Context: an optimization exercise on an open-source flow, tuned for small area and a short achievable clock period. The choices shown serve that exercise and are no tape-out recipe.
Where RTL was checked, it was by simulation tests only, not by an equivalence proof against the original.
The RTL of run 2 was laid out without a check of its function.

## flow/design.v (module list and top-level ports; edited modules follow where they fit)
// module fp_mult_round: 62 lines
// module fp_mult_prep: 57 lines
// module fp_mult_flags: 32 lines
// module fp_mult_tree: 1955 lines
// module fp_mult_top: 84 lines
module fp_mult_top (
     clk, rst, rnd, a, b, z, status
);
  // ...
==> flow/flow/run.sh <==
#!/bin/bash
# The standard layout (standard.sh) with these make settings:
#  - port buffers are sky130_fd_sc_hd__buf_1 cells
#  - SYNTH_ARGS=-noabc: Yosys synth skips its early generic ABC pass (the
#    registers and their names come out as in the standard synthesis)
#  - DONT_USE_CELLS: the platform's list, plus the slow stacked OR3/OR4/AND4
#    cells, so that mapping builds wide ORs/ANDs from NAND/NOR gates
#  - SKIP_CTS_REPAIR_TIMING=1: timing repair runs once, after global routing
set -euo pipefail
DU="sky130_fd_sc_hd__probe_p_8 sky130_fd_sc_hd__probec_p_8 sky130_fd_sc_hd__lpflow_bleeder_1 sky130_fd_sc_hd__lpflow_clkbufkapwr_1 sky130_fd_sc_hd__lpflow_clkbufkapwr_16 sky130_fd_sc_hd__lpflow_clkbufkapwr_2 sky130_fd_sc_hd__lpflow_clkbufkapwr_4 sky130_fd_sc_hd__lpflow_clkbufkapwr_8 sky130_fd_sc_hd__lpflow_clkinvkapwr_1 sky130_fd_sc_hd__lpflow_clkinvkapwr_16 sky130_fd_sc_hd__lpflow_clkinvkapwr_2 sky130_fd_sc_hd__lpflow_clkinvkapwr_4 sky130_fd_sc_hd__lpflow_clkinvkapwr_8 sky130_fd_sc_hd__lpflow_decapkapwr_12 sky130_fd_sc_hd__lpflow_decapkapwr_3 sky130_fd_sc_hd__lpflow_decapkapwr_4 sky130_fd_sc_hd__lpflow_decapkapwr_6 sky130_fd_sc_hd__lpflow_decapkapwr_8 sky130_fd_sc_hd__lpflow_inputiso0n_1 sky130_fd_sc_hd__lpflow_inputiso0p_1 sky130_fd_sc_hd__lpflow_inputiso1n_1 sky130_fd_sc_hd__lpflow_inputiso1p_1 sky130_fd_sc_hd__lpflow_inputisolatch_1 sky130_fd_sc_hd__lpflow_isobufsrc_1 sky130_fd_sc_hd__lpflow_isobufsrc_16 sky130_fd_sc_hd__lpflow_isobufsrc_2 sky130_fd_sc_hd__lpflow_isobufsrc_4 sky130_fd_sc_hd__lpflow_isobufsrc_8 sky130_fd_sc_hd__lpflow_isobufsrckapwr_16 sky130_fd_sc_hd__lpflow_lsbuf_lh_hl_isowell_tap_1 sky130_fd_sc_hd__lpflow_lsbuf_lh_hl_isowell_tap_2 sky130_fd_sc_hd__lpflow_lsbuf_lh_hl_isowell_tap_4 sky130_fd_sc_hd__lpflow_lsbuf_lh_isowell_4 sky130_fd_sc_hd__lpflow_lsbuf_lh_isowell_tap_1 sky130_fd_sc_hd__lpflow_lsbuf_lh_isowell_tap_2 sky130_fd_sc_hd__lpflow_lsbuf_lh_isowell_tap_4"
DU="$DU sky130_fd_sc_hd__or4_1 sky130_fd_sc_hd__or4_2 sky130_fd_sc_hd__or4_4"
DU="$DU sky130_fd_sc_hd__or4b_1 sky130_fd_sc_hd__or4b_2 sky130_fd_sc_hd__or4b_4"
DU="$DU sky130_fd_sc_hd__or4bb_1 sky130_fd_sc_hd__or4bb_2 sky130_fd_sc_hd__or4bb_4"
DU="$DU sky130_fd_sc_hd__or3_1 sky130_fd_sc_hd__or3_2 sky130_fd_sc_hd__or3_4"
DU="$DU sky130_fd_sc_hd__or3b_1 sky130_fd_sc_hd__or3b_2 sky130_fd_sc_hd__or3b_4"
DU="$DU sky130_fd_sc_hd__and4_1 sky130_fd_sc_hd__and4_2 sky130_fd_sc_hd__and4_4"
bash standard.sh SETUP_SLACK_MARGIN=6.25 "BUFFER_PORTS_ARGS=-buffer_cell sky130_fd_sc_hd__buf_1" \
    "SYNTH_ARGS=-noabc" "DONT_USE_CELLS=$DU" SKIP_CTS_REPAIR_TIMING=1 finish > standard_make.log 2>&1
==> flow/standard.sh <==
#!/bin/bash
# synth_recipe.tcl (not shown) runs the flow's synth.tcl, then flattens the netlist and writes it again
# the make line also repeats each setting of config.mk as NAME=value (left out here)
make -C /OpenROAD-flow-scripts/flow DESIGN_CONFIG=/design/flow/config.mk WORK_HOME=/design/flow/orfs CLKGATE_MAP_FILE= SYNTH_SCRIPT=/design/flow/synth_recipe.tcl "${@:-finish}"
==> flow/config.mk <==
export PLATFORM = sky130hd
export DESIGN_NAME = fp_mult_top
export DESIGN_NICKNAME = fp_mult_top
export VERILOG_FILES = /design/flow/design.v
export SDC_FILE = /design/flow/constraint.sdc
export NUM_CORES = 4
export LEC_CHECK = 0
export CAP_MARGIN = 20
export CORE_MARGIN = 2
export CORE_UTILIZATION = 60
export CTS_BUF_LIST = sky130_fd_sc_hd__clkbuf_4 sky130_fd_sc_hd__clkbuf_8
export SLEW_MARGIN = 20
export TNS_END_PERCENT = 0
==> flow/constraint.sdc <==
create_clock -name core_clock -period 11.0 [get_ports {clk}]
set_input_delay 2.2000 -clock core_clock [delete_from_list [all_inputs] [get_ports {clk}]]
set_output_delay 2.2000 -clock core_clock [all_outputs]
set_load 0.01 [all_outputs]
==> impl_metrics.yaml, run 1 <==
status:
  status: "complete, no violations"
setup_path:
  crit_slowest_cell: "dfxtp_1"
  path_class: "flop to flop"
  critPathLaunchType: "flop"
  crit_required_ns: 11.43
  crit_fanout: 8
sta:
  fin_ws_ns: 5.81
  fin_crit_ns: 5.19
  final_hold_viol_count: 0
  period_share_pct: 47.2
  finalClockSkew_ns: 0.0236
global_route:
  antenna_found_initial: 1
  grt_max_degree: 45
  use_met2_pct: 55.5
  grt.met1_usage_pct: 47.9
  gr-usage-met3_pct: 11.1
floorplanning:
  die_area_um2: 33000
  die_y_um: 182
  rows: 65
logic_synthesis:
  synth-xor-area-share_pct: 12.2
  synthTopCellsByArea: "fa_1 (18%), dfxtp_1 (17%), xnor2_1 (11%)"
  syn_area_um2: 18900
  yosysSeqAreaShare_pct: 17.3
  syn_inst: 2105
  synth_top_cells_by_count: "xnor2_1 (231), fa_1 (170), a221oi_1 (169), clkbuf_1 (166), dfxtp_1 (164)"
finish:
  seqCellArea_um2: 3400
  diodes: 0
  regMostFlops: "p2"
  nNetsFinal: 2435
  multi_input_area_um2: 15300
detailed_routing:
  viasPerCell: 7.00
  vias: 17500
min_path:
  hold_start: "e01[7]"
placed_design:
  dp_cells: 2451
==> module fp_mult_round, before the edit <==
module fp_mult_round (
    input  logic [23:0] hp,       
    input  logic       hn,        
    input  logic       p23,
    input  logic       p22,
    input  logic       s,
    input  logic       sticky,
    input  logic [7:0] e0,        
    input  logic [2:0] ovf,
    input  logic [2:0] unf,
    input  logic       rne, incg, incn, ovinf, unmin,
    input  logic       nn,        
    input  logic       cz, cnan, cinf,
    output logic [31:0] z,
    output logic [7:0]  status
);
    function automatic logic [39:0] fmt(input logic [22:0] fr, input logic [7:0] ex,
                                        input logic ov, input logic un, input logic inexact,
                                        input logic s, input logic ovinf, input logic unmin,
                                        input logic nn, input logic cz, input logic cnan,
                                        input logic cinf);
        logic [31:0] zz;
        logic [7:0] st;
        zz[31] = s & ~cnan;
        if (nn & ov) zz[30:0] = ovinf ? {8'hFF, 23'h0} : {8'hFE, 23'h7FFFFF};
        else if (nn & un) zz[30:0] = unmin ? {8'h01, 23'h0} : 31'h0;
        else if (nn) zz[30:0] = {ex, fr};
        else if (cnan | cinf) zz[30:0] = {8'hFF, 23'h0};
        else zz[30:0] = 31'h0;
        st[7:6] = 2'b00;
        st[5] = nn & (ov | un | inexact);
        st[4] = nn & ov;
        st[3] = nn & un;
        st[2] = cnan;
        st[1] = cnan | cinf | (nn & ov & ovinf);
        st[0] = cz | (nn & un & ~unmin);
        fmt = {st, zz};
    endfunction
    logic h, inc1, inc0, up0, c, inexact;
    logic [24:0] t;               
    logic [22:0] fr;
    logic [39:0] r0, r1;
    always_comb begin
        h = hp[23];
        t = {hp, 1'b1};
        for (int l = 0; l < 5; l++)
            for (int i = 1; i < 25; i++)
                if (((i - 1) >> l) & 1) t[i] = t[i] & t[(((i - 1) >> l) << l)];
        inc1 = p23 ? (incg | (rne & hp[0])) : incn;
        inc0 = p22 ? (incg | (rne & p23)) : incn;
        up0 = inc0 & p23;
        fr = hn ? {hp[21:0] ^ ({22{up0}} & t[21:0]), p23 ^ inc0}
                : hp[22:0] ^ ({23{inc1}} & t[22:0]);
        c = h ? inc1 & t[24] : up0 & t[23];
        inexact = h ? p23 | sticky : p22 | sticky;
        r0 = fmt(fr, e0 + {7'b0, h}, h ? ovf[1] : ovf[0], h ? unf[1] : unf[0], inexact,
                 s, ovinf, unmin, nn, cz, cnan, cinf);
        r1 = fmt(23'h0, e0 + {6'b0, h, ~h}, h ? ovf[2] : ovf[1], h ? unf[2] : unf[1], inexact,
                 s, ovinf, unmin, nn, cz, cnan, cinf);
        {status, z} = c ? r1 : r0;
    end
endmodule
==> module fp_mult_flags, before the edit <==
module fp_mult_flags (
    input  logic [9:0] e0,        
    input  logic [2:0] rnd,
    input  logic       s,
    input  logic       sticky,
    output logic [2:0] ovf,       
    output logic [2:0] unf,       
    output logic       rne,       
    output logic       incg,      
    output logic       incn,      
    output logic       ovinf,     
    output logic       unmin      
);
    logic m1, m2, m3, m4, m5, up;
    always_comb begin
        for (int k = 0; k < 3; k++) begin
            ovf[k] = $signed(e0) > $signed(10'd254 - 10'(k));
            unf[k] = $signed(e0) < $signed(10'd1 - 10'(k));
        end
        m1 = (rnd == 3'd1);
        m2 = (rnd == 3'd2);
        m3 = (rnd == 3'd3);
        m4 = (rnd == 3'd4);
        m5 = (rnd == 3'd5);
        up = (m2 & ~s) | (m3 & s);       
        rne = ~(m1 | m2 | m3 | m4 | m5);
        incg = up | m5 | (m4 & (~s | sticky)) | (rne & sticky);
        incn = sticky & (up | m5);
        ovinf = ~(m1 | (m2 & s) | (m3 & ~s));
        unmin = up | m5;
    end
endmodule
==> module fp_mult_top, before the edit <==
module fp_mult_top (
     clk, rst, rnd, a, b, z, status
);
    input logic [31:0] a, b;
    input logic [2:0] rnd;
    output logic [31:0] z;
    output logic [7:0] status;
    input logic clk, rst;
    logic [25:1] x3_a;
    logic [7:0] s1_a, s2_a, s3_a, s4_a;
    logic [6:0] ng_a;
    logic [9:0] e0_a;
    logic cz_a, cnan_a, cinf_a, sticky_a;
    fp_mult_prep prep (
        .a(a), .b(b), .x3(x3_a), .s1(s1_a), .s2(s2_a), .s3(s3_a), .s4(s4_a),
        .ng(ng_a), .e0(e0_a), .cz(cz_a), .cnan(cnan_a), .cinf(cinf_a),
        .sticky(sticky_a)
    );
    logic [22:0] x1;
    logic [25:1] x31;
    logic [7:0] s11, s21, s31, s41;
    logic [6:0] ng1, ns1;    
    logic [9:0] e01;
    logic [2:0] rnd1;
    logic sticky1, sg1, cz1, cnan1, cinf1;
    always_ff @(posedge clk) begin
        x1 <= a[22:0];
        x31 <= x3_a;
        s11 <= s1_a; s21 <= s2_a; s31 <= s3_a; s41 <= s4_a;
        ng1 <= ng_a;
        ns1 <= ~ng_a;
        e01 <= e0_a;
        rnd1 <= rnd;
        sticky1 <= sticky_a;
    end
    always_ff @(posedge clk) begin
        if (rst) begin
            sg1 <= 1'b0; cz1 <= 1'b1; cnan1 <= 1'b0; cinf1 <= 1'b0;
        end else begin
            sg1 <= a[31] ^ b[31]; cz1 <= cz_a; cnan1 <= cnan_a; cinf1 <= cinf_a;
        end
    end
    logic [47:22] p_b;
    logic [2:0] ovf_b, unf_b;
    logic rne_b, incg_b, incn_b, ovinf_b, unmin_b;
    fp_mult_tree tree (
        .x(x1), .x3(x31), .s1(s11), .s2(s21), .s3(s31), .s4(s41), .ng(ng1), .ns(ns1),
        .p(p_b)
    );
    fp_mult_flags flags (
        .e0(e01), .rnd(rnd1), .s(sg1), .sticky(sticky1),
        .ovf(ovf_b), .unf(unf_b), .rne(rne_b), .incg(incg_b), .incn(incn_b),
        .ovinf(ovinf_b), .unmin(unmin_b)
    );
    logic [47:22] p2;
    logic hn2;               
    logic [7:0] e02;
    logic [2:0] ovf2, unf2;
    logic rne2, incg2, incn2, ovinf2, unmin2, sticky2;
    logic sg2, nn2, cz2, cnan2, cinf2;
    always_ff @(posedge clk) begin
        p2 <= p_b;
        hn2 <= ~p_b[47];
        e02 <= e01[7:0];
        ovf2 <= ovf_b; unf2 <= unf_b;
        rne2 <= rne_b; incg2 <= incg_b; incn2 <= incn_b;
        ovinf2 <= ovinf_b; unmin2 <= unmin_b;
        sticky2 <= sticky1;
    end
    always_ff @(posedge clk) begin
        if (rst) begin
            sg2 <= 1'b0; nn2 <= 1'b0; cz2 <= 1'b0; cnan2 <= 1'b0; cinf2 <= 1'b0;
        end else begin
            sg2 <= sg1; nn2 <= ~(cz1 | cnan1 | cinf1);
            cz2 <= cz1; cnan2 <= cnan1; cinf2 <= cinf1;
        end
    end
    fp_mult_round round (
        .hp(p2[47:24]), .hn(hn2), .p23(p2[23]), .p22(p2[22]), .s(sg2), .sticky(sticky2), .e0(e02), .ovf(ovf2), .unf(unf2),
        .rne(rne2), .incg(incg2), .incn(incn2), .ovinf(ovinf2), .unmin(unmin2),
        .nn(nn2), .cz(cz2), .cnan(cnan2), .cinf(cinf2),
        .z(z), .status(status)
    );
endmodule
==> inputs of run 2 (changes only) <==
--- a/flow/design.v
+++ b/flow/design.v
@@ -1,11 +1,10 @@
 module fp_mult_round (
     input  logic [23:0] hp,       
-    input  logic       hn,        
     input  logic       p23,
     input  logic       p22,
     input  logic       s,
     input  logic       sticky,
     input  logic [7:0] e0,        
     input  logic [2:0] ovf,
     input  logic [2:0] unf,
     input  logic       rne, incg, incn, ovinf, unmin,
@@ -44,20 +43,25 @@
         h = hp[23];
         t = {hp, 1'b1};
         for (int l = 0; l < 5; l++)
             for (int i = 1; i < 25; i++)
                 if (((i - 1) >> l) & 1) t[i] = t[i] & t[(((i - 1) >> l) << l)];
         inc1 = p23 ? (incg | (rne & hp[0])) : incn;
         inc0 = p22 ? (incg | (rne & p23)) : incn;
         up0 = inc0 & p23;
-        fr = hn ? {hp[21:0] ^ ({22{up0}} & t[21:0]), p23 ^ inc0}
-                : hp[22:0] ^ ({23{inc1}} & t[22:0]);
-        c = h ? inc1 & t[24] : up0 & t[23];
-        inexact = h ? p23 | sticky : p22 | sticky;
+        if (h) begin
+            fr = hp[22:0] ^ ({23{inc1}} & t[22:0]);
+            c = inc1 & t[24];
+            inexact = p23 | sticky;
+        end else begin
+            fr = {hp[21:0] ^ ({22{up0}} & t[21:0]), p23 ^ inc0};
+            c = up0 & t[23];
+            inexact = p22 | sticky;
+        end
         r0 = fmt(fr, e0 + {7'b0, h}, h ? ovf[1] : ovf[0], h ? unf[1] : unf[0], inexact,
                  s, ovinf, unmin, nn, cz, cnan, cinf);
         r1 = fmt(23'h0, e0 + {6'b0, h, ~h}, h ? ovf[2] : ovf[1], h ? unf[2] : unf[1], inexact,
                  s, ovinf, unmin, nn, cz, cnan, cinf);
         {status, z} = c ? r1 : r0;
     end
 endmodule
 module fp_mult_prep (
@@ -125,33 +129,30 @@
     output logic [2:0] ovf,       
     output logic [2:0] unf,       
     output logic       rne,       
     output logic       incg,      
     output logic       incn,      
     output logic       ovinf,     
     output logic       unmin      
 );
-    logic m1, m2, m3, m4, m5, up;
     always_comb begin
         for (int k = 0; k < 3; k++) begin
             ovf[k] = $signed(e0) > $signed(10'd254 - 10'(k));
             unf[k] = $signed(e0) < $signed(10'd1 - 10'(k));
         end
-        m1 = (rnd == 3'd1);
-        m2 = (rnd == 3'd2);
-        m3 = (rnd == 3'd3);
-        m4 = (rnd == 3'd4);
-        m5 = (rnd == 3'd5);
-        up = (m2 & ~s) | (m3 & s);       
-        rne = ~(m1 | m2 | m3 | m4 | m5);
-        incg = up | m5 | (m4 & (~s | sticky)) | (rne & sticky);
-        incn = sticky & (up | m5);
-        ovinf = ~(m1 | (m2 & s) | (m3 & ~s));
-        unmin = up | m5;
+        rne = 1'b0; incg = 1'b0; incn = 1'b0; ovinf = 1'b1; unmin = 1'b0;
+        case (rnd)
+            3'd1: begin ovinf = 1'b0; end
+            3'd2: begin incg = ~s; incn = ~s & sticky; ovinf = ~s; unmin = ~s; end
+            3'd3: begin incg = s; incn = s & sticky; ovinf = s; unmin = s; end
+            3'd4: begin incg = ~s | sticky; end
+            3'd5: begin incg = 1'b1; incn = sticky; unmin = 1'b1; end
+            default: begin rne = 1'b1; incg = sticky; end
+        endcase
     end
 endmodule
 module fp_mult_tree (
     input  logic [22:0] x,    
     input  logic [25:1] x3,   
     input  logic [7:0]  s1, s2, s3, s4,  
     input  logic [6:0]  ng,   
     input  logic [6:0]  ns,   
@@ -1377,688 +1378,397 @@
   assign ra = {fc186, fc185, fc184, fc183, fc182, fc181, fc180, fc179, fc178, fc177, fc176, fc175, fc174, fc173, fc172, fc171, fc170, fc169, fc168, fc167, fc166, fc165, fc164, fc163, fc162, fc161, fc160, fc159, fc158, fc157, fc156, fc155, fc154, fc153, fc152, fc151, fc150, fc149, fc148, fc147, fc146, hc145, hc144, hc143, hs143, pp0_2, pp0_1, ng[0]};
   assign rb = {m7_25, fs186, fs185, fs184, fs183, fs182, fs181, fs180, fs179, fs178, fs177, fs176, fs175, fs174, fs173, fs172, fs171, fs170, fs169, fs168, fs167, fs166, fs165, fs164, fs163, fs162, fs161, fs160, fs159, fs158, fs157, fs156, fs155, fs154, fs153, fs152, fs151, fs150, fs149, fs148, fs147, fs146, hs145, hs144, pp1_0, 1'b0, 1'b0, pp0_0};
   logic [47:0] g, pr;
   assign g = ra & rb;
   assign pr = ra ^ rb;
   logic G0_1, P0_1;
   assign G0_1 = g[1] | (pr[1] & g[0]);
   assign P0_1 = pr[1] & pr[0];
-  logic G0_2, P0_2;
-  assign G0_2 = g[2] | (pr[2] & g[1]);
-  assign P0_2 = pr[2] & pr[1];
   logic G0_3, P0_3;
   assign G0_3 = g[3] | (pr[3] & g[2]);
   assign P0_3 = pr[3] & pr[2];
-  logic G0_4, P0_4;
-  assign G0_4 = g[4] | (pr[4] & g[3]);
-  assign P0_4 = pr[4] & pr[3];
   logic G0_5, P0_5;
   assign G0_5 = g[5] | (pr[5] & g[4]);
   assign P0_5 = pr[5] & pr[4];
-  logic G0_6, P0_6;
-  assign G0_6 = g[6] | (pr[6] & g[5]);
-  assign P0_6 = pr[6] & pr[5];
   logic G0_7, P0_7;
   assign G0_7 = g[7] | (pr[7] & g[6]);
   assign P0_7 = pr[7] & pr[6];
-  logic G0_8, P0_8;
-  assign G0_8 = g[8] | (pr[8] & g[7]);
-  assign P0_8 = pr[8] & pr[7];
   logic G0_9, P0_9;
   assign G0_9 = g[9] | (pr[9] & g[8]);
   assign P0_9 = pr[9] & pr[8];
-  logic G0_10, P0_10;
-  assign G0_10 = g[10] | (pr[10] & g[9]);
-  assign P0_10 = pr[10] & pr[9];
   logic G0_11, P0_11;
   assign G0_11 = g[11] | (pr[11] & g[10]);
   assign P0_11 = pr[11] & pr[10];
-  logic G0_12, P0_12;
-  assign G0_12 = g[12] | (pr[12] & g[11]);
-  assign P0_12 = pr[12] & pr[11];
   logic G0_13, P0_13;
   assign G0_13 = g[13] | (pr[13] & g[12]);
   assign P0_13 = pr[13] & pr[12];
-  logic G0_14, P0_14;
-  assign G0_14 = g[14] | (pr[14] & g[13]);
-  assign P0_14 = pr[14] & pr[13];
   logic G0_15, P0_15;
   assign G0_15 = g[15] | (pr[15] & g[14]);
   assign P0_15 = pr[15] & pr[14];
-  logic G0_16, P0_16;
-  assign G0_16 = g[16] | (pr[16] & g[15]);
-  assign P0_16 = pr[16] & pr[15];
   logic G0_17, P0_17;
   assign G0_17 = g[17] | (pr[17] & g[16]);
   assign P0_17 = pr[17] & pr[16];
-  logic G0_18, P0_18;
-  assign G0_18 = g[18] | (pr[18] & g[17]);
-  assign P0_18 = pr[18] & pr[17];
   logic G0_19, P0_19;
   assign G0_19 = g[19] | (pr[19] & g[18]);
   assign P0_19 = pr[19] & pr[18];
-  logic G0_20, P0_20;
-  assign G0_20 = g[20] | (pr[20] & g[19]);
-  assign P0_20 = pr[20] & pr[19];
   logic G0_21, P0_21;
   assign G0_21 = g[21] | (pr[21] & g[20]);
   assign P0_21 = pr[21] & pr[20];
-  logic G0_22, P0_22;
-  assign G0_22 = g[22] | (pr[22] & g[21]);
-  assign P0_22 = pr[22] & pr[21];
   logic G0_23, P0_23;
   assign G0_23 = g[23] | (pr[23] & g[22]);
   assign P0_23 = pr[23] & pr[22];
-  logic G0_24, P0_24;
-  assign G0_24 = g[24] | (pr[24] & g[23]);
-  assign P0_24 = pr[24] & pr[23];
   logic G0_25, P0_25;
   assign G0_25 = g[25] | (pr[25] & g[24]);
   assign P0_25 = pr[25] & pr[24];
-  logic G0_26, P0_26;
-  assign G0_26 = g[26] | (pr[26] & g[25]);
-  assign P0_26 = pr[26] & pr[25];
   logic G0_27, P0_27;
   assign G0_27 = g[27] | (pr[27] & g[26]);
   assign P0_27 = pr[27] & pr[26];
-  logic G0_28, P0_28;
-  assign G0_28 = g[28] | (pr[28] & g[27]);
-  assign P0_28 = pr[28] & pr[27];
   logic G0_29, P0_29;
   assign G0_29 = g[29] | (pr[29] & g[28]);
   assign P0_29 = pr[29] & pr[28];
-  logic G0_30, P0_30;
-  assign G0_30 = g[30] | (pr[30] & g[29]);
-  assign P0_30 = pr[30] & pr[29];
   logic G0_31, P0_31;
   assign G0_31 = g[31] | (pr[31] & g[30]);
   assign P0_31 = pr[31] & pr[30];
-  logic G0_32, P0_32;
-  assign G0_32 = g[32] | (pr[32] & g[31]);
-  assign P0_32 = pr[32] & pr[31];
   logic G0_33, P0_33;
   assign G0_33 = g[33] | (pr[33] & g[32]);
   assign P0_33 = pr[33] & pr[32];
-  logic G0_34, P0_34;
-  assign G0_34 = g[34] | (pr[34] & g[33]);
-  assign P0_34 = pr[34] & pr[33];
   logic G0_35, P0_35;
   assign G0_35 = g[35] | (pr[35] & g[34]);
   assign P0_35 = pr[35] & pr[34];
-  logic G0_36, P0_36;
-  assign G0_36 = g[36] | (pr[36] & g[35]);
-  assign P0_36 = pr[36] & pr[35];
   logic G0_37, P0_37;
   assign G0_37 = g[37] | (pr[37] & g[36]);
   assign P0_37 = pr[37] & pr[36];
-  logic G0_38, P0_38;
-  assign G0_38 = g[38] | (pr[38] & g[37]);
-  assign P0_38 = pr[38] & pr[37];
   logic G0_39, P0_39;
   assign G0_39 = g[39] | (pr[39] & g[38]);
   assign P0_39 = pr[39] & pr[38];
-  logic G0_40, P0_40;
-  assign G0_40 = g[40] | (pr[40] & g[39]);
-  assign P0_40 = pr[40] & pr[39];
   logic G0_41, P0_41;
   assign G0_41 = g[41] | (pr[41] & g[40]);
   assign P0_41 = pr[41] & pr[40];
-  logic G0_42, P0_42;
-  assign G0_42 = g[42] | (pr[42] & g[41]);
-  assign P0_42 = pr[42] & pr[41];
   logic G0_43, P0_43;
   assign G0_43 = g[43] | (pr[43] & g[42]);
   assign P0_43 = pr[43] & pr[42];
-  logic G0_44, P0_44;
-  assign G0_44 = g[44] | (pr[44] & g[43]);
-  assign P0_44 = pr[44] & pr[43];
   logic G0_45, P0_45;
   assign G0_45 = g[45] | (pr[45] & g[44]);
   assign P0_45 = pr[45] & pr[44];
-  logic G0_46, P0_46;
-  assign G0_46 = g[46] | (pr[46] & g[45]);
-  assign P0_46 = pr[46] & pr[45];
   logic G0_47, P0_47;
   assign G0_47 = g[47] | (pr[47] & g[46]);
   assign P0_47 = pr[47] & pr[46];
   logic G1_2, P1_2;
-  assign G1_2 = G0_2 | (P0_2 & g[0]);
-  assign P1_2 = P0_2 & pr[0];
+  assign G1_2 = g[2] | (pr[2] & G0_1);
+  assign P1_2 = pr[2] & P0_1;
   logic G1_3, P1_3;
   assign G1_3 = G0_3 | (P0_3 & G0_1);
   assign P1_3 = P0_3 & P0_1;
-  logic G1_4, P1_4;
-  assign G1_4 = G0_4 | (P0_4 & G0_2);
-  assign P1_4 = P0_4 & P0_2;
-  logic G1_5, P1_5;
-  assign G1_5 = G0_5 | (P0_5 & G0_3);
-  assign P1_5 = P0_5 & P0_3;
   logic G1_6, P1_6;
-  assign G1_6 = G0_6 | (P0_6 & G0_4);
-  assign P1_6 = P0_6 & P0_4;
+  assign G1_6 = g[6] | (pr[6] & G0_5);
+  assign P1_6 = pr[6] & P0_5;
   logic G1_7, P1_7;
   assign G1_7 = G0_7 | (P0_7 & G0_5);
   assign P1_7 = P0_7 & P0_5;
-  logic G1_8, P1_8;
-  assign G1_8 = G0_8 | (P0_8 & G0_6);
-  assign P1_8 = P0_8 & P0_6;
-  logic G1_9, P1_9;
-  assign G1_9 = G0_9 | (P0_9 & G0_7);
-  assign P1_9 = P0_9 & P0_7;
   logic G1_10, P1_10;
-  assign G1_10 = G0_10 | (P0_10 & G0_8);
-  assign P1_10 = P0_10 & P0_8;
+  assign G1_10 = g[10] | (pr[10] & G0_9);
+  assign P1_10 = pr[10] & P0_9;
   logic G1_11, P1_11;
   assign G1_11 = G0_11 | (P0_11 & G0_9);
   assign P1_11 = P0_11 & P0_9;
-  logic G1_12, P1_12;
-  assign G1_12 = G0_12 | (P0_12 & G0_10);
-  assign P1_12 = P0_12 & P0_10;
-  logic G1_13, P1_13;
-  assign G1_13 = G0_13 | (P0_13 & G0_11);
-  assign P1_13 = P0_13 & P0_11;
   logic G1_14, P1_14;
-  assign G1_14 = G0_14 | (P0_14 & G0_12);
-  assign P1_14 = P0_14 & P0_12;
+  assign G1_14 = g[14] | (pr[14] & G0_13);
+  assign P1_14 = pr[14] & P0_13;
   logic G1_15, P1_15;
   assign G1_15 = G0_15 | (P0_15 & G0_13);
   assign P1_15 = P0_15 & P0_13;
-  logic G1_16, P1_16;
-  assign G1_16 = G0_16 | (P0_16 & G0_14);
-  assign P1_16 = P0_16 & P0_14;
-  logic G1_17, P1_17;
-  assign G1_17 = G0_17 | (P0_17 & G0_15);
-  assign P1_17 = P0_17 & P0_15;
   logic G1_18, P1_18;
-  assign G1_18 = G0_18 | (P0_18 & G0_16);
-  assign P1_18 = P0_18 & P0_16;
+  assign G1_18 = g[18] | (pr[18] & G0_17);
+  assign P1_18 = pr[18] & P0_17;
   logic G1_19, P1_19;
   assign G1_19 = G0_19 | (P0_19 & G0_17);
   assign P1_19 = P0_19 & P0_17;
-  logic G1_20, P1_20;
-  assign G1_20 = G0_20 | (P0_20 & G0_18);
-  assign P1_20 = P0_20 & P0_18;
-  logic G1_21, P1_21;
-  assign G1_21 = G0_21 | (P0_21 & G0_19);
-  assign P1_21 = P0_21 & P0_19;
   logic G1_22, P1_22;
-  assign G1_22 = G0_22 | (P0_22 & G0_20);
-  assign P1_22 = P0_22 & P0_20;
+  assign G1_22 = g[22] | (pr[22] & G0_21);
+  assign P1_22 = pr[22] & P0_21;
   logic G1_23, P1_23;
   assign G1_23 = G0_23 | (P0_23 & G0_21);
   assign P1_23 = P0_23 & P0_21;
-  logic G1_24, P1_24;
-  assign G1_24 = G0_24 | (P0_24 & G0_22);
-  assign P1_24 = P0_24 & P0_22;
-  logic G1_25, P1_25;
-  assign G1_25 = G0_25 | (P0_25 & G0_23);
-  assign P1_25 = P0_25 & P0_23;
   logic G1_26, P1_26;
-  assign G1_26 = G0_26 | (P0_26 & G0_24);
-  assign P1_26 = P0_26 & P0_24;
+  assign G1_26 = g[26] | (pr[26] & G0_25);
+  assign P1_26 = pr[26] & P0_25;
   logic G1_27, P1_27;
   assign G1_27 = G0_27 | (P0_27 & G0_25);
   assign P1_27 = P0_27 & P0_25;
-  logic G1_28, P1_28;
-  assign G1_28 = G0_28 | (P0_28 & G0_26);
-  assign P1_28 = P0_28 & P0_26;
-  logic G1_29, P1_29;
-  assign G1_29 = G0_29 | (P0_29 & G0_27);
-  assign P1_29 = P0_29 & P0_27;
   logic G1_30, P1_30;
-  assign G1_30 = G0_30 | (P0_30 & G0_28);
-  assign P1_30 = P0_30 & P0_28;
+  assign G1_30 = g[30] | (pr[30] & G0_29);
+  assign P1_30 = pr[30] & P0_29;
   logic G1_31, P1_31;
   assign G1_31 = G0_31 | (P0_31 & G0_29);
   assign P1_31 = P0_31 & P0_29;
-  logic G1_32, P1_32;
-  assign G1_32 = G0_32 | (P0_32 & G0_30);
-  assign P1_32 = P0_32 & P0_30;
-  logic G1_33, P1_33;
-  assign G1_33 = G0_33 | (P0_33 & G0_31);
-  assign P1_33 = P0_33 & P0_31;
   logic G1_34, P1_34;
-  assign G1_34 = G0_34 | (P0_34 & G0_32);
-  assign P1_34 = P0_34 & P0_32;
+  assign G1_34 = g[34] | (pr[34] & G0_33);
+  assign P1_34 = pr[34] & P0_33;
   logic G1_35, P1_35;
   assign G1_35 = G0_35 | (P0_35 & G0_33);
   assign P1_35 = P0_35 & P0_33;
-  logic G1_36, P1_36;
-  assign G1_36 = G0_36 | (P0_36 & G0_34);
-  assign P1_36 = P0_36 & P0_34;
-  logic G1_37, P1_37;
-  assign G1_37 = G0_37 | (P0_37 & G0_35);
-  assign P1_37 = P0_37 & P0_35;
   logic G1_38, P1_38;
-  assign G1_38 = G0_38 | (P0_38 & G0_36);
-  assign P1_38 = P0_38 & P0_36;
+  assign G1_38 = g[38] | (pr[38] & G0_37);
+  assign P1_38 = pr[38] & P0_37;
   logic G1_39, P1_39;
   assign G1_39 = G0_39 | (P0_39 & G0_37);
   assign P1_39 = P0_39 & P0_37;
-  logic G1_40, P1_40;
-  assign G1_40 = G0_40 | (P0_40 & G0_38);
-  assign P1_40 = P0_40 & P0_38;
-  logic G1_41, P1_41;
-  assign G1_41 = G0_41 | (P0_41 & G0_39);
-  assign P1_41 = P0_41 & P0_39;
   logic G1_42, P1_42;
-  assign G1_42 = G0_42 | (P0_42 & G0_40);
-  assign P1_42 = P0_42 & P0_40;
+  assign G1_42 = g[42] | (pr[42] & G0_41);
+  assign P1_42 = pr[42] & P0_41;
   logic G1_43, P1_43;
   assign G1_43 = G0_43 | (P0_43 & G0_41);
   assign P1_43 = P0_43 & P0_41;
-  logic G1_44, P1_44;
-  assign G1_44 = G0_44 | (P0_44 & G0_42);
-  assign P1_44 = P0_44 & P0_42;
-  logic G1_45, P1_45;
-  assign G1_45 = G0_45 | (P0_45 & G0_43);
-  assign P1_45 = P0_45 & P0_43;
   logic G1_46, P1_46;
-  assign G1_46 = G0_46 | (P0_46 & G0_44);
-  assign P1_46 = P0_46 & P0_44;
+  assign G1_46 = g[46] | (pr[46] & G0_45);
+  assign P1_46 = pr[46] & P0_45;
   logic G1_47, P1_47;
   assign G1_47 = G0_47 | (P0_47 & G0_45);
   assign P1_47 = P0_47 & P0_45;
   logic G2_4, P2_4;
-  assign G2_4 = G1_4 | (P1_4 & g[0]);
-  assign P2_4 = P1_4 & pr[0];
+  assign G2_4 = g[4] | (pr[4] & G1_3);
+  assign P2_4 = pr[4] & P1_3;
   logic G2_5, P2_5;
-  assign G2_5 = G1_5 | (P1_5 & G0_1);
-  assign P2_5 = P1_5 & P0_1;
+  assign G2_5 = G0_5 | (P0_5 & G1_3);
+  assign P2_5 = P0_5 & P1_3;
   logic G2_6, P2_6;
-  assign G2_6 = G1_6 | (P1_6 & G1_2);
-  assign P2_6 = P1_6 & P1_2;
+  assign G2_6 = G1_6 | (P1_6 & G1_3);
+  assign P2_6 = P1_6 & P1_3;
   logic G2_7, P2_7;
   assign G2_7 = G1_7 | (P1_7 & G1_3);
   assign P2_7 = P1_7 & P1_3;
-  logic G2_8, P2_8;
-  assign G2_8 = G1_8 | (P1_8 & G1_4);
-  assign P2_8 = P1_8 & P1_4;
-  logic G2_9, P2_9;
-  assign G2_9 = G1_9 | (P1_9 & G1_5);
-  assign P2_9 = P1_9 & P1_5;
-  logic G2_10, P2_10;
-  assign G2_10 = G1_10 | (P1_10 & G1_6);
-  assign P2_10 = P1_10 & P1_6;
-  logic G2_11, P2_11;
-  assign G2_11 = G1_11 | (P1_11 & G1_7);
-  assign P2_11 = P1_11 & P1_7;
   logic G2_12, P2_12;
-  assign G2_12 = G1_12 | (P1_12 & G1_8);
-  assign P2_12 = P1_12 & P1_8;
+  assign G2_12 = g[12] | (pr[12] & G1_11);
+  assign P2_12 = pr[12] & P1_11;
   logic G2_13, P2_13;
-  assign G2_13 = G1_13 | (P1_13 & G1_9);
-  assign P2_13 = P1_13 & P1_9;
+  assign G2_13 = G0_13 | (P0_13 & G1_11);
+  assign P2_13 = P0_13 & P1_11;
   logic G2_14, P2_14;
-  assign G2_14 = G1_14 | (P1_14 & G1_10);
-  assign P2_14 = P1_14 & P1_10;
+  assign G2_14 = G1_14 | (P1_14 & G1_11);
+  assign P2_14 = P1_14 & P1_11;
   logic G2_15, P2_15;
   assign G2_15 = G1_15 | (P1_15 & G1_11);
   assign P2_15 = P1_15 & P1_11;
-  logic G2_16, P2_16;
-  assign G2_16 = G1_16 | (P1_16 & G1_12);
-  assign P2_16 = P1_16 & P1_12;
-  logic G2_17, P2_17;
-  assign G2_17 = G1_17 | (P1_17 & G1_13);
-  assign P2_17 = P1_17 & P1_13;
-  logic G2_18, P2_18;
-  assign G2_18 = G1_18 | (P1_18 & G1_14);
-  assign P2_18 = P1_18 & P1_14;
-  logic G2_19, P2_19;
-  assign G2_19 = G1_19 | (P1_19 & G1_15);
-  assign P2_19 = P1_19 & P1_15;
   logic G2_20, P2_20;
-  assign G2_20 = G1_20 | (P1_20 & G1_16);
-  assign P2_20 = P1_20 & P1_16;
+  assign G2_20 = g[20] | (pr[20] & G1_19);
+  assign P2_20 = pr[20] & P1_19;
   logic G2_21, P2_21;
-  assign G2_21 = G1_21 | (P1_21 & G1_17);
-  assign P2_21 = P1_21 & P1_17;
+  assign G2_21 = G0_21 | (P0_21 & G1_19);
+  assign P2_21 = P0_21 & P1_19;
   logic G2_22, P2_22;
-  assign G2_22 = G1_22 | (P1_22 & G1_18);
-  assign P2_22 = P1_22 & P1_18;
+  assign G2_22 = G1_22 | (P1_22 & G1_19);
+  assign P2_22 = P1_22 & P1_19;
   logic G2_23, P2_23;
   assign G2_23 = G1_23 | (P1_23 & G1_19);
   assign P2_23 = P1_23 & P1_19;
-  logic G2_24, P2_24;
-  assign G2_24 = G1_24 | (P1_24 & G1_20);
-  assign P2_24 = P1_24 & P1_20;
-  logic G2_25, P2_25;
-  assign G2_25 = G1_25 | (P1_25 & G1_21);
-  assign P2_25 = P1_25 & P1_21;
-  logic G2_26, P2_26;
-  assign G2_26 = G1_26 | (P1_26 & G1_22);
-  assign P2_26 = P1_26 & P1_22;
-  logic G2_27, P2_27;
-  assign G2_27 = G1_27 | (P1_27 & G1_23);
-  assign P2_27 = P1_27 & P1_23;
   logic G2_28, P2_28;
-  assign G2_28 = G1_28 | (P1_28 & G1_24);
-  assign P2_28 = P1_28 & P1_24;
+  assign G2_28 = g[28] | (pr[28] & G1_27);
+  assign P2_28 = pr[28] & P1_27;
   logic G2_29, P2_29;
-  assign G2_29 = G1_29 | (P1_29 & G1_25);
-  assign P2_29 = P1_29 & P1_25;
+  assign G2_29 = G0_29 | (P0_29 & G1_27);
+  assign P2_29 = P0_29 & P1_27;
   logic G2_30, P2_30;
-  assign G2_30 = G1_30 | (P1_30 & G1_26);
-  assign P2_30 = P1_30 & P1_26;
+  assign G2_30 = G1_30 | (P1_30 & G1_27);
+  assign P2_30 = P1_30 & P1_27;
   logic G2_31, P2_31;
   assign G2_31 = G1_31 | (P1_31 & G1_27);
   assign P2_31 = P1_31 & P1_27;
-  logic G2_32, P2_32;
-  assign G2_32 = G1_32 | (P1_32 & G1_28);
-  assign P2_32 = P1_32 & P1_28;
-  logic G2_33, P2_33;
-  assign G2_33 = G1_33 | (P1_33 & G1_29);
-  assign P2_33 = P1_33 & P1_29;
-  logic G2_34, P2_34;
-  assign G2_34 = G1_34 | (P1_34 & G1_30);
-  assign P2_34 = P1_34 & P1_30;
-  logic G2_35, P2_35;
-  assign G2_35 = G1_35 | (P1_35 & G1_31);
-  assign P2_35 = P1_35 & P1_31;
   logic G2_36, P2_36;
-  assign G2_36 = G1_36 | (P1_36 & G1_32);
-  assign P2_36 = P1_36 & P1_32;
+  assign G2_36 = g[36] | (pr[36] & G1_35);
+  assign P2_36 = pr[36] & P1_35;
   logic G2_37, P2_37;
-  assign G2_37 = G1_37 | (P1_37 & G1_33);
-  assign P2_37 = P1_37 & P1_33;
+  assign G2_37 = G0_37 | (P0_37 & G1_35);
+  assign P2_37 = P0_37 & P1_35;
   logic G2_38, P2_38;
-  assign G2_38 = G1_38 | (P1_38 & G1_34);
-  assign P2_38 = P1_38 & P1_34;
+  assign G2_38 = G1_38 | (P1_38 & G1_35);
+  assign P2_38 = P1_38 & P1_35;
   logic G2_39, P2_39;
   assign G2_39 = G1_39 | (P1_39 & G1_35);
   assign P2_39 = P1_39 & P1_35;
-  logic G2_40, P2_40;
-  assign G2_40 = G1_40 | (P1_40 & G1_36);
-  assign P2_40 = P1_40 & P1_36;
-  logic G2_41, P2_41;
-  assign G2_41 = G1_41 | (P1_41 & G1_37);
-  assign P2_41 = P1_41 & P1_37;
-  logic G2_42, P2_42;
-  assign G2_42 = G1_42 | (P1_42 & G1_38);
-  assign P2_42 = P1_42 & P1_38;
-  logic G2_43, P2_43;
-  assign G2_43 = G1_43 | (P1_43 & G1_39);
-  assign P2_43 = P1_43 & P1_39;
   logic G2_44, P2_44;
-  assign G2_44 = G1_44 | (P1_44 & G1_40);
-  assign P2_44 = P1_44 & P1_40;
+  assign G2_44 = g[44] | (pr[44] & G1_43);
+  assign P2_44 = pr[44] & P1_43;
   logic G2_45, P2_45;
-  assign G2_45 = G1_45 | (P1_45 & G1_41);
-  assign P2_45 = P1_45 & P1_41;
+  assign G2_45 = G0_45 | (P0_45 & G1_43);
+  assign P2_45 = P0_45 & P1_43;
   logic G2_46, P2_46;
-  assign G2_46 = G1_46 | (P1_46 & G1_42);
-  assign P2_46 = P1_46 & P1_42;
+  assign G2_46 = G1_46 | (P1_46 & G1_43);
+  assign P2_46 = P1_46 & P1_43;
   logic G2_47, P2_47;
   assign G2_47 = G1_47 | (P1_47 & G1_43);
   assign P2_47 = P1_47 & P1_43;
   logic G3_8, P3_8;
-  assign G3_8 = G2_8 | (P2_8 & g[0]);
-  assign P3_8 = P2_8 & pr[0];
+  assign G3_8 = g[8] | (pr[8] & G2_7);
+  assign P3_8 = pr[8] & P2_7;
   logic G3_9, P3_9;
-  assign G3_9 = G2_9 | (P2_9 & G0_1);
-  assign P3_9 = P2_9 & P0_1;
+  assign G3_9 = G0_9 | (P0_9 & G2_7);
+  assign P3_9 = P0_9 & P2_7;
   logic G3_10, P3_10;
-  assign G3_10 = G2_10 | (P2_10 & G1_2);
-  assign P3_10 = P2_10 & P1_2;
+  assign G3_10 = G1_10 | (P1_10 & G2_7);
+  assign P3_10 = P1_10 & P2_7;
   logic G3_11, P3_11;
-  assign G3_11 = G2_11 | (P2_11 & G1_3);
-  assign P3_11 = P2_11 & P1_3;
+  assign G3_11 = G1_11 | (P1_11 & G2_7);
+  assign P3_11 = P1_11 & P2_7;
   logic G3_12, P3_12;
-  assign G3_12 = G2_12 | (P2_12 & G2_4);
-  assign P3_12 = P2_12 & P2_4;
+  assign G3_12 = G2_12 | (P2_12 & G2_7);
+  assign P3_12 = P2_12 & P2_7;
   logic G3_13, P3_13;
-  assign G3_13 = G2_13 | (P2_13 & G2_5);
-  assign P3_13 = P2_13 & P2_5;
+  assign G3_13 = G2_13 | (P2_13 & G2_7);
+  assign P3_13 = P2_13 & P2_7;
   logic G3_14, P3_14;
-  assign G3_14 = G2_14 | (P2_14 & G2_6);
-  assign P3_14 = P2_14 & P2_6;
+  assign G3_14 = G2_14 | (P2_14 & G2_7);
+  assign P3_14 = P2_14 & P2_7;
   logic G3_15, P3_15;
   assign G3_15 = G2_15 | (P2_15 & G2_7);
   assign P3_15 = P2_15 & P2_7;
-  logic G3_16, P3_16;
-  assign G3_16 = G2_16 | (P2_16 & G2_8);
-  assign P3_16 = P2_16 & P2_8;
-  logic G3_17, P3_17;
-  assign G3_17 = G2_17 | (P2_17 & G2_9);
-  assign P3_17 = P2_17 & P2_9;
-  logic G3_18, P3_18;
-  assign G3_18 = G2_18 | (P2_18 & G2_10);
-  assign P3_18 = P2_18 & P2_10;
-  logic G3_19, P3_19;
-  assign G3_19 = G2_19 | (P2_19 & G2_11);
-  assign P3_19 = P2_19 & P2_11;
-  logic G3_20, P3_20;
-  assign G3_20 = G2_20 | (P2_20 & G2_12);
-  assign P3_20 = P2_20 & P2_12;
-  logic G3_21, P3_21;
-  assign G3_21 = G2_21 | (P2_21 & G2_13);
-  assign P3_21 = P2_21 & P2_13;
-  logic G3_22, P3_22;
-  assign G3_22 = G2_22 | (P2_22 & G2_14);
-  assign P3_22 = P2_22 & P2_14;
-  logic G3_23, P3_23;
-  assign G3_23 = G2_23 | (P2_23 & G2_15);
-  assign P3_23 = P2_23 & P2_15;
   logic G3_24, P3_24;
-  assign G3_24 = G2_24 | (P2_24 & G2_16);
-  assign P3_24 = P2_24 & P2_16;
+  assign G3_24 = g[24] | (pr[24] & G2_23);
+  assign P3_24 = pr[24] & P2_23;
   logic G3_25, P3_25;
-  assign G3_25 = G2_25 | (P2_25 & G2_17);
-  assign P3_25 = P2_25 & P2_17;
+  assign G3_25 = G0_25 | (P0_25 & G2_23);
+  assign P3_25 = P0_25 & P2_23;
   logic G3_26, P3_26;
-  assign G3_26 = G2_26 | (P2_26 & G2_18);
-  assign P3_26 = P2_26 & P2_18;
+  assign G3_26 = G1_26 | (P1_26 & G2_23);
+  assign P3_26 = P1_26 & P2_23;
   logic G3_27, P3_27;
-  assign G3_27 = G2_27 | (P2_27 & G2_19);
-  assign P3_27 = P2_27 & P2_19;
+  assign G3_27 = G1_27 | (P1_27 & G2_23);
+  assign P3_27 = P1_27 & P2_23;
   logic G3_28, P3_28;
-  assign G3_28 = G2_28 | (P2_28 & G2_20);
-  assign P3_28 = P2_28 & P2_20;
+  assign G3_28 = G2_28 | (P2_28 & G2_23);
+  assign P3_28 = P2_28 & P2_23;
   logic G3_29, P3_29;
-  assign G3_29 = G2_29 | (P2_29 & G2_21);
-  assign P3_29 = P2_29 & P2_21;
+  assign G3_29 = G2_29 | (P2_29 & G2_23);
+  assign P3_29 = P2_29 & P2_23;
   logic G3_30, P3_30;
-  assign G3_30 = G2_30 | (P2_30 & G2_22);
-  assign P3_30 = P2_30 & P2_22;
+  assign G3_30 = G2_30 | (P2_30 & G2_23);
+  assign P3_30 = P2_30 & P2_23;
   logic G3_31, P3_31;
   assign G3_31 = G2_31 | (P2_31 & G2_23);
   assign P3_31 = P2_31 & P2_23;
-  logic G3_32, P3_32;
-  assign G3_32 = G2_32 | (P2_32 & G2_24);
-  assign P3_32 = P2_32 & P2_24;
-  logic G3_33, P3_33;
-  assign G3_33 = G2_33 | (P2_33 & G2_25);
-  assign P3_33 = P2_33 & P2_25;
-  logic G3_34, P3_34;
-  assign G3_34 = G2_34 | (P2_34 & G2_26);
-  assign P3_34 = P2_34 & P2_26;
-  logic G3_35, P3_35;
-  assign G3_35 = G2_35 | (P2_35 & G2_27);
-  assign P3_35 = P2_35 & P2_27;
-  logic G3_36, P3_36;
-  assign G3_36 = G2_36 | (P2_36 & G2_28);
-  assign P3_36 = P2_36 & P2_28;
-  logic G3_37, P3_37;
-  assign G3_37 = G2_37 | (P2_37 & G2_29);
-  assign P3_37 = P2_37 & P2_29;
-  logic G3_38, P3_38;
-  assign G3_38 = G2_38 | (P2_38 & G2_30);
-  assign P3_38 = P2_38 & P2_30;
-  logic G3_39, P3_39;
-  assign G3_39 = G2_39 | (P2_39 & G2_31);
-  assign P3_39 = P2_39 & P2_31;
   logic G3_40, P3_40;
-  assign G3_40 = G2_40 | (P2_40 & G2_32);
-  assign P3_40 = P2_40 & P2_32;
+  assign G3_40 = g[40] | (pr[40] & G2_39);
+  assign P3_40 = pr[40] & P2_39;
   logic G3_41, P3_41;
-  assign G3_41 = G2_41 | (P2_41 & G2_33);
-  assign P3_41 = P2_41 & P2_33;
+  assign G3_41 = G0_41 | (P0_41 & G2_39);
+  assign P3_41 = P0_41 & P2_39;
   logic G3_42, P3_42;
-  assign G3_42 = G2_42 | (P2_42 & G2_34);
-  assign P3_42 = P2_42 & P2_34;
+  assign G3_42 = G1_42 | (P1_42 & G2_39);
+  assign P3_42 = P1_42 & P2_39;
   logic G3_43, P3_43;
-  assign G3_43 = G2_43 | (P2_43 & G2_35);
-  assign P3_43 = P2_43 & P2_35;
+  assign G3_43 = G1_43 | (P1_43 & G2_39);
+  assign P3_43 = P1_43 & P2_39;
   logic G3_44, P3_44;
-  assign G3_44 = G2_44 | (P2_44 & G2_36);
-  assign P3_44 = P2_44 & P2_36;
+  assign G3_44 = G2_44 | (P2_44 & G2_39);
+  assign P3_44 = P2_44 & P2_39;
   logic G3_45, P3_45;
-  assign G3_45 = G2_45 | (P2_45 & G2_37);
-  assign P3_45 = P2_45 & P2_37;
+  assign G3_45 = G2_45 | (P2_45 & G2_39);
+  assign P3_45 = P2_45 & P2_39;
   logic G3_46, P3_46;
-  assign G3_46 = G2_46 | (P2_46 & G2_38);
-  assign P3_46 = P2_46 & P2_38;
+  assign G3_46 = G2_46 | (P2_46 & G2_39);
+  assign P3_46 = P2_46 & P2_39;
   logic G3_47, P3_47;
   assign G3_47 = G2_47 | (P2_47 & G2_39);
   assign P3_47 = P2_47 & P2_39;
   logic G4_16, P4_16;
-  assign G4_16 = G3_16 | (P3_16 & g[0]);
-  assign P4_16 = P3_16 & pr[0];
+  assign G4_16 = g[16] | (pr[16] & G3_15);
+  assign P4_16 = pr[16] & P3_15;
   logic G4_17, P4_17;
-  assign G4_17 = G3_17 | (P3_17 & G0_1);
-  assign P4_17 = P3_17 & P0_1;
+  assign G4_17 = G0_17 | (P0_17 & G3_15);
+  assign P4_17 = P0_17 & P3_15;
   logic G4_18, P4_18;
-  assign G4_18 = G3_18 | (P3_18 & G1_2);
-  assign P4_18 = P3_18 & P1_2;
+  assign G4_18 = G1_18 | (P1_18 & G3_15);
+  assign P4_18 = P1_18 & P3_15;
   logic G4_19, P4_19;
-  assign G4_19 = G3_19 | (P3_19 & G1_3);
-  assign P4_19 = P3_19 & P1_3;
+  assign G4_19 = G1_19 | (P1_19 & G3_15);
+  assign P4_19 = P1_19 & P3_15;
   logic G4_20, P4_20;
-  assign G4_20 = G3_20 | (P3_20 & G2_4);
-  assign P4_20 = P3_20 & P2_4;
+  assign G4_20 = G2_20 | (P2_20 & G3_15);
+  assign P4_20 = P2_20 & P3_15;
   logic G4_21, P4_21;
-  assign G4_21 = G3_21 | (P3_21 & G2_5);
-  assign P4_21 = P3_21 & P2_5;
+  assign G4_21 = G2_21 | (P2_21 & G3_15);
+  assign P4_21 = P2_21 & P3_15;
   logic G4_22, P4_22;
-  assign G4_22 = G3_22 | (P3_22 & G2_6);
-  assign P4_22 = P3_22 & P2_6;
+  assign G4_22 = G2_22 | (P2_22 & G3_15);
+  assign P4_22 = P2_22 & P3_15;
   logic G4_23, P4_23;
-  assign G4_23 = G3_23 | (P3_23 & G2_7);
-  assign P4_23 = P3_23 & P2_7;
+  assign G4_23 = G2_23 | (P2_23 & G3_15);
+  assign P4_23 = P2_23 & P3_15;
   logic G4_24, P4_24;
-  assign G4_24 = G3_24 | (P3_24 & G3_8);
-  assign P4_24 = P3_24 & P3_8;
+  assign G4_24 = G3_24 | (P3_24 & G3_15);
+  assign P4_24 = P3_24 & P3_15;
   logic G4_25, P4_25;
-  assign G4_25 = G3_25 | (P3_25 & G3_9);
-  assign P4_25 = P3_25 & P3_9;
+  assign G4_25 = G3_25 | (P3_25 & G3_15);
+  assign P4_25 = P3_25 & P3_15;
   logic G4_26, P4_26;
-  assign G4_26 = G3_26 | (P3_26 & G3_10);
-  assign P4_26 = P3_26 & P3_10;
+  assign G4_26 = G3_26 | (P3_26 & G3_15);
+  assign P4_26 = P3_26 & P3_15;
   logic G4_27, P4_27;
-  assign G4_27 = G3_27 | (P3_27 & G3_11);
-  assign P4_27 = P3_27 & P3_11;
+  assign G4_27 = G3_27 | (P3_27 & G3_15);
+  assign P4_27 = P3_27 & P3_15;
   logic G4_28, P4_28;
-  assign G4_28 = G3_28 | (P3_28 & G3_12);
-  assign P4_28 = P3_28 & P3_12;
+  assign G4_28 = G3_28 | (P3_28 & G3_15);
+  assign P4_28 = P3_28 & P3_15;
   logic G4_29, P4_29;
-  assign G4_29 = G3_29 | (P3_29 & G3_13);
-  assign P4_29 = P3_29 & P3_13;
+  assign G4_29 = G3_29 | (P3_29 & G3_15);
+  assign P4_29 = P3_29 & P3_15;
   logic G4_30, P4_30;
-  assign G4_30 = G3_30 | (P3_30 & G3_14);
-  assign P4_30 = P3_30 & P3_14;
+  assign G4_30 = G3_30 | (P3_30 & G3_15);
+  assign P4_30 = P3_30 & P3_15;
   logic G4_31, P4_31;
   assign G4_31 = G3_31 | (P3_31 & G3_15);
   assign P4_31 = P3_31 & P3_15;
-  logic G4_32, P4_32;
-  assign G4_32 = G3_32 | (P3_32 & G3_16);
-  assign P4_32 = P3_32 & P3_16;
-  logic G4_33, P4_33;
-  assign G4_33 = G3_33 | (P3_33 & G3_17);
-  assign P4_33 = P3_33 & P3_17;
-  logic G4_34, P4_34;
-  assign G4_34 = G3_34 | (P3_34 & G3_18);
-  assign P4_34 = P3_34 & P3_18;
-  logic G4_35, P4_35;
-  assign G4_35 = G3_35 | (P3_35 & G3_19);
-  assign P4_35 = P3_35 & P3_19;
-  logic G4_36, P4_36;
-  assign G4_36 = G3_36 | (P3_36 & G3_20);
-  assign P4_36 = P3_36 & P3_20;
-  logic G4_37, P4_37;
-  assign G4_37 = G3_37 | (P3_37 & G3_21);
-  assign P4_37 = P3_37 & P3_21;
-  logic G4_38, P4_38;
-  assign G4_38 = G3_38 | (P3_38 & G3_22);
-  assign P4_38 = P3_38 & P3_22;
-  logic G4_39, P4_39;
-  assign G4_39 = G3_39 | (P3_39 & G3_23);
-  assign P4_39 = P3_39 & P3_23;
-  logic G4_40, P4_40;
-  assign G4_40 = G3_40 | (P3_40 & G3_24);
-  assign P4_40 = P3_40 & P3_24;
-  logic G4_41, P4_41;
-  assign G4_41 = G3_41 | (P3_41 & G3_25);
-  assign P4_41 = P3_41 & P3_25;
-  logic G4_42, P4_42;
-  assign G4_42 = G3_42 | (P3_42 & G3_26);
-  assign P4_42 = P3_42 & P3_26;
-  logic G4_43, P4_43;
-  assign G4_43 = G3_43 | (P3_43 & G3_27);
-  assign P4_43 = P3_43 & P3_27;
-  logic G4_44, P4_44;
-  assign G4_44 = G3_44 | (P3_44 & G3_28);
-  assign P4_44 = P3_44 & P3_28;
-  logic G4_45, P4_45;
-  assign G4_45 = G3_45 | (P3_45 & G3_29);
-  assign P4_45 = P3_45 & P3_29;
-  logic G4_46, P4_46;
-  assign G4_46 = G3_46 | (P3_46 & G3_30);
-  assign P4_46 = P3_46 & P3_30;
-  logic G4_47, P4_47;
-  assign G4_47 = G3_47 | (P3_47 & G3_31);
-  assign P4_47 = P3_47 & P3_31;
   logic G5_32, P5_32;
-  assign G5_32 = G4_32 | (P4_32 & g[0]);
-  assign P5_32 = P4_32 & pr[0];
+  assign G5_32 = g[32] | (pr[32] & G4_31);
+  assign P5_32 = pr[32] & P4_31;
   logic G5_33, P5_33;
-  assign G5_33 = G4_33 | (P4_33 & G0_1);
-  assign P5_33 = P4_33 & P0_1;
+  assign G5_33 = G0_33 | (P0_33 & G4_31);
+  assign P5_33 = P0_33 & P4_31;
   logic G5_34, P5_34;
-  assign G5_34 = G4_34 | (P4_34 & G1_2);
-  assign P5_34 = P4_34 & P1_2;
+  assign G5_34 = G1_34 | (P1_34 & G4_31);
+  assign P5_34 = P1_34 & P4_31;
   logic G5_35, P5_35;
-  assign G5_35 = G4_35 | (P4_35 & G1_3);
-  assign P5_35 = P4_35 & P1_3;
+  assign G5_35 = G1_35 | (P1_35 & G4_31);
+  assign P5_35 = P1_35 & P4_31;
   logic G5_36, P5_36;
-  assign G5_36 = G4_36 | (P4_36 & G2_4);
-  assign P5_36 = P4_36 & P2_4;
+  assign G5_36 = G2_36 | (P2_36 & G4_31);
+  assign P5_36 = P2_36 & P4_31;
   logic G5_37, P5_37;
-  assign G5_37 = G4_37 | (P4_37 & G2_5);
-  assign P5_37 = P4_37 & P2_5;
+  assign G5_37 = G2_37 | (P2_37 & G4_31);
+  assign P5_37 = P2_37 & P4_31;
   logic G5_38, P5_38;
-  assign G5_38 = G4_38 | (P4_38 & G2_6);
-  assign P5_38 = P4_38 & P2_6;
+  assign G5_38 = G2_38 | (P2_38 & G4_31);
+  assign P5_38 = P2_38 & P4_31;
   logic G5_39, P5_39;
-  assign G5_39 = G4_39 | (P4_39 & G2_7);
-  assign P5_39 = P4_39 & P2_7;
+  assign G5_39 = G2_39 | (P2_39 & G4_31);
+  assign P5_39 = P2_39 & P4_31;
   logic G5_40, P5_40;
-  assign G5_40 = G4_40 | (P4_40 & G3_8);
-  assign P5_40 = P4_40 & P3_8;
+  assign G5_40 = G3_40 | (P3_40 & G4_31);
+  assign P5_40 = P3_40 & P4_31;
   logic G5_41, P5_41;
-  assign G5_41 = G4_41 | (P4_41 & G3_9);
-  assign P5_41 = P4_41 & P3_9;
+  assign G5_41 = G3_41 | (P3_41 & G4_31);
+  assign P5_41 = P3_41 & P4_31;
   logic G5_42, P5_42;
-  assign G5_42 = G4_42 | (P4_42 & G3_10);
-  assign P5_42 = P4_42 & P3_10;
+  assign G5_42 = G3_42 | (P3_42 & G4_31);
+  assign P5_42 = P3_42 & P4_31;
   logic G5_43, P5_43;
-  assign G5_43 = G4_43 | (P4_43 & G3_11);
-  assign P5_43 = P4_43 & P3_11;
+  assign G5_43 = G3_43 | (P3_43 & G4_31);
+  assign P5_43 = P3_43 & P4_31;
   logic G5_44, P5_44;
-  assign G5_44 = G4_44 | (P4_44 & G3_12);
-  assign P5_44 = P4_44 & P3_12;
+  assign G5_44 = G3_44 | (P3_44 & G4_31);
+  assign P5_44 = P3_44 & P4_31;
   logic G5_45, P5_45;
-  assign G5_45 = G4_45 | (P4_45 & G3_13);
-  assign P5_45 = P4_45 & P3_13;
+  assign G5_45 = G3_45 | (P3_45 & G4_31);
+  assign P5_45 = P3_45 & P4_31;
   logic G5_46, P5_46;
-  assign G5_46 = G4_46 | (P4_46 & G3_14);
-  assign P5_46 = P4_46 & P3_14;
+  assign G5_46 = G3_46 | (P3_46 & G4_31);
+  assign P5_46 = P3_46 & P4_31;
   logic G5_47, P5_47;
-  assign G5_47 = G4_47 | (P4_47 & G3_15);
-  assign P5_47 = P4_47 & P3_15;
+  assign G5_47 = G3_47 | (P3_47 & G4_31);
+  assign P5_47 = P3_47 & P4_31;
   assign sum[0] = pr[0];
   assign sum[1] = pr[1] ^ g[0];
   assign sum[2] = pr[2] ^ G0_1;
   assign sum[3] = pr[3] ^ G1_2;
   assign sum[4] = pr[4] ^ G1_3;
   assign sum[5] = pr[5] ^ G2_4;
   assign sum[6] = pr[6] ^ G2_5;
   assign sum[7] = pr[7] ^ G2_6;
@@ -2154,37 +1864,35 @@
         .p(p_b)
     );
     fp_mult_flags flags (
         .e0(e01), .rnd(rnd1), .s(sg1), .sticky(sticky1),
         .ovf(ovf_b), .unf(unf_b), .rne(rne_b), .incg(incg_b), .incn(incn_b),
         .ovinf(ovinf_b), .unmin(unmin_b)
     );
     logic [47:22] p2;
-    logic hn2;               
     logic [7:0] e02;
     logic [2:0] ovf2, unf2;
     logic rne2, incg2, incn2, ovinf2, unmin2, sticky2;
     logic sg2, nn2, cz2, cnan2, cinf2;
     always_ff @(posedge clk) begin
         p2 <= p_b;
-        hn2 <= ~p_b[47];
         e02 <= e01[7:0];
         ovf2 <= ovf_b; unf2 <= unf_b;
         rne2 <= rne_b; incg2 <= incg_b; incn2 <= incn_b;
         ovinf2 <= ovinf_b; unmin2 <= unmin_b;
         sticky2 <= sticky1;
     end
     always_ff @(posedge clk) begin
         if (rst) begin
             sg2 <= 1'b0; nn2 <= 1'b0; cz2 <= 1'b0; cnan2 <= 1'b0; cinf2 <= 1'b0;
         end else begin
             sg2 <= sg1; nn2 <= ~(cz1 | cnan1 | cinf1);
             cz2 <= cz1; cnan2 <= cnan1; cinf2 <= cinf1;
         end
     end
     fp_mult_round round (
-        .hp(p2[47:24]), .hn(hn2), .p23(p2[23]), .p22(p2[22]), .s(sg2), .sticky(sticky2), .e0(e02), .ovf(ovf2), .unf(unf2),
+        .hp(p2[47:24]), .p23(p2[23]), .p22(p2[22]), .s(sg2), .sticky(sticky2), .e0(e02), .ovf(ovf2), .unf(unf2),
         .rne(rne2), .incg(incg2), .incn(incn2), .ovinf(ovinf2), .unmin(unmin2),
         .nn(nn2), .cz(cz2), .cnan(cnan2), .cinf(cinf2),
         .z(z), .status(status)
     );
 endmodule
==> flow/flow/run.sh (replaced) <==
#!/bin/bash
# The standard layout (standard.sh) with these make settings:
#  - port buffers are sky130_fd_sc_hd__buf_2 cells
#  - SYNTH_ARGS=-noabc: Yosys synth skips its early generic ABC pass, so that the
#    adder extraction sees the RTL's full adders as written
set -euo pipefail
bash standard.sh SETUP_SLACK_MARGIN=5.5 "BUFFER_PORTS_ARGS=-buffer_cell sky130_fd_sc_hd__buf_2" "SYNTH_ARGS=-noabc" finish > standard_make.log 2>&1
==> flow/config.mk (replaced) <==
export PLATFORM = sky130hd
export DESIGN_NAME = fp_mult_top
export DESIGN_NICKNAME = fp_mult_top
export VERILOG_FILES = /design/flow/design.v
export SDC_FILE = /design/flow/constraint.sdc
export NUM_CORES = 4
export LEC_CHECK = 0
export CAP_MARGIN = 20
export CORE_MARGIN = 2
export CORE_UTILIZATION = 60
export SLEW_MARGIN = 20
==> run 2 against run 1 <==
Still clean. Utilization increased by 4.8 points. Non-clock buffer count increased by 37. Hold slack got worse by 0.00056 ns. Maximum frequency decreased by 6.3%. Die area decreased by 3.3%. Clock-buffer cell count unchanged. Clock skew decreased by 0.012 ns. Area after synthesis decreased by 3.3%. Synthesized cell count decreased by 4.4%.
==> impl_metrics.yaml, run 2 <==
status:
  status: "complete, no violations"
detailed_routing:
  wl_met2_mm: 26.1
  wl_met3_mm: 8.76
  vias: 17500
  drt_iter0_drc: 2498
  dr.max_layer_used: "met4"
  viasPerCell: 7.18
cts:
  cts_buffer_depth: 2
  cts.sinks: 163
  ctsHoldBuffers: 0
  path_clk_slew_ns: 0.08
setup_path:
  cp-endpoint: "p2[29]"
  crit_fanout: 24
  cp-startpoint: "s11[0]"
  crit_top_cell: "fa_1"
  crit_required_ns: 11.36
  critPathLaunchType: "flop"
  cp.arrival_ns: 5.90
  path_class: "flop to flop"
  worstRegToRegCells: 19
  worstPathBufferInverterCount: 2
  crit_slowest_cell: "dfxtp_2"
floorplanning:
  io-pin-count: 109
  die_x_um: 179
  die_y_um: 179
  die_area_um2: 31900
  rows: 63
placed_design:
  dp_cells: 2360
  io_buffers: 106
finish:
  final_common_cell: "xnor2_1"
  regMostFlops: "p2"
  diodes: 0
  nNetsFinal: 2381
  drive_gt1_share_pct: 21.7
  final_cell_mix: "xnor2_1 (216), a22o_1 (159), fa_1 (146)"
  final_area_um2: 21200
  area.growth.synth_to_final_pct: 15.5
logic_synthesis:
  yosys.area.top_type_share_pct: 18.7
  avgSynthCellArea_um2: 9.10
  synth_top_cells_by_count: "xnor2_1 (222), a221oi_1 (174), fa_1 (171), clkbuf_1 (165), dfxtp_1 (163)"
  yosysMostFrequentCell: "xnor2_1"
  syn_inst: 2013
  synthTopCellsByArea: "fa_1 (19%), dfxtp_1 (18%), xnor2_1 (11%)"
  syn_area_um2: 18300
  yosysSeqAreaShare_pct: 17.8
  ys_ff_latch: 163
  synth_cell_types: 76
sta:
  period_share_pct: 50.4
  slew_violations: 0
  final-setup-viol-count: 0
  final_hold_viol_count: 0
  slew_headroom_pct: 38.1
  rsz0062_at_grt: "yes"
  finalClockSkew_ns: 0.0117
  fin_crit_ns: 5.55
  tightest_slew_ns: 0.926
flow_run:
  cap_violations: 0
global_route:
  grt_pass1_vias: 16300
  grt.overflow.total: 0
  grtUsageTotal_pct: 38.3
  grt_max_degree: 70
  antenna_found_initial: 0
min_path:
  worstHoldPathCells: 0
  hp-class: "flop to flop"
[run 2: what timing repair did]
action / in CTS / in global routing
setup endpoints to repair: 60 / 44
buffers inserted: 18 / 22
resized for setup: 190 / 92
pin swaps: 67 / 53
cloned: 3 / 3
[run 2: through the flow]
step	utilization (%)	hold WS, ns	setup WS (ns)
detailed placement	63.6	0.366	4.42
finish	70.8	0.369	5.45
floorplan	-	0.350	5.51
global placement	63.6	0.363	4.57
global route	70.8	0.365	5.32
CTS	68.8	0.370	5.50
[run 2: worst reg2reg max path, delay by kind of cell (launching register included)]
| family | cells | cell delay (ns) |
|---|---|---|
| AND/OR/NAND/NOR | 1 | 0.05 |
| AO/OA/AOI/OAI | 9 | 1.69 |
| buffers and inverters | 2 | 0.30 |
| XOR/XNOR | 2 | 0.44 |
| adder cells (fa/ha/maj) | 5 | 2.20 |
| flip-flops | 1 | 0.75 |
[run 2: worst min path at each step]
stage | from | to | slack, ns
5_1_grt | e01[6] | e02[6] | 0.36
6_report | e01[6] | e02[6] | 0.37
3_3_place_gp | e01[5] | e02[5] | 0.36
2_1_floorplan | e01[3] | e02[3] | 0.35
4_1_cts | e01[6] | e02[6] | 0.37
3_5_place_dp | e01[2] | e02[2] | 0.37
[run 2: layer usage]
metal	track usage [%]	vias to the layer above
met5	0	-
met4	13.8	0
met3	14.0	278
met2	55.1	1291
met1	52.8	8395
li1	-	7532
[run 2: area by class of cell]
type | count | area (µm²)
repair buffers | 200 | 1530
well taps | 390 | 488
flip-flops and latches | 163 | 3390
clock buffers | 18 | 429
fillers | 2275 | 8720
inverters | 52 | 200
clock inverters | 14 | 138
multi-input cells | 1601 | 15000
[run 2: logic make-up (layout without fill, tap and decap cells)]
logic type,Yosys count,in the layout,share of synthesized area [%]
flip-flops,163,163,17.8
adder cells (fa/ha/maj),277,277,25.9
other,1,2,0.0205
buffers and inverters,251,284,5.28
AND/OR/NAND/NOR,373,374,9.70
multiplexers,7,7,0.417
XOR/XNOR,258,258,12.3
AO/OA/AOI/OAI,683,683,28.5

-- what the ideal ports hide --
How much do the figures lean on ideal ports? The routed layouts below were timed once more, with nothing changed but the port constraints. Step 1, drivers: a clkbuf_16 drives clk and a buf_2 each remaining input, both assumed. Step 2 also shifts input and output timing later by t, the mid clock arrival at the registers, as if the neighbouring blocks saw the same clock. a / b / c = no drivers / after step 1 / after step 2; a / b = the first two.
| run | t, ns | slack for setup (ns) | worst register clock-pin slew, ns |
|---|---|---|---|
| run 1 | 0.554 | 5.807 / 5.807 / 5.807 | 0.11 / 0.11 |
| run 2 | 0.498 | 5.455 / 5.455 / 5.455 | 0.08 / 0.08 |
After both steps every run listed still meets setup and hold.
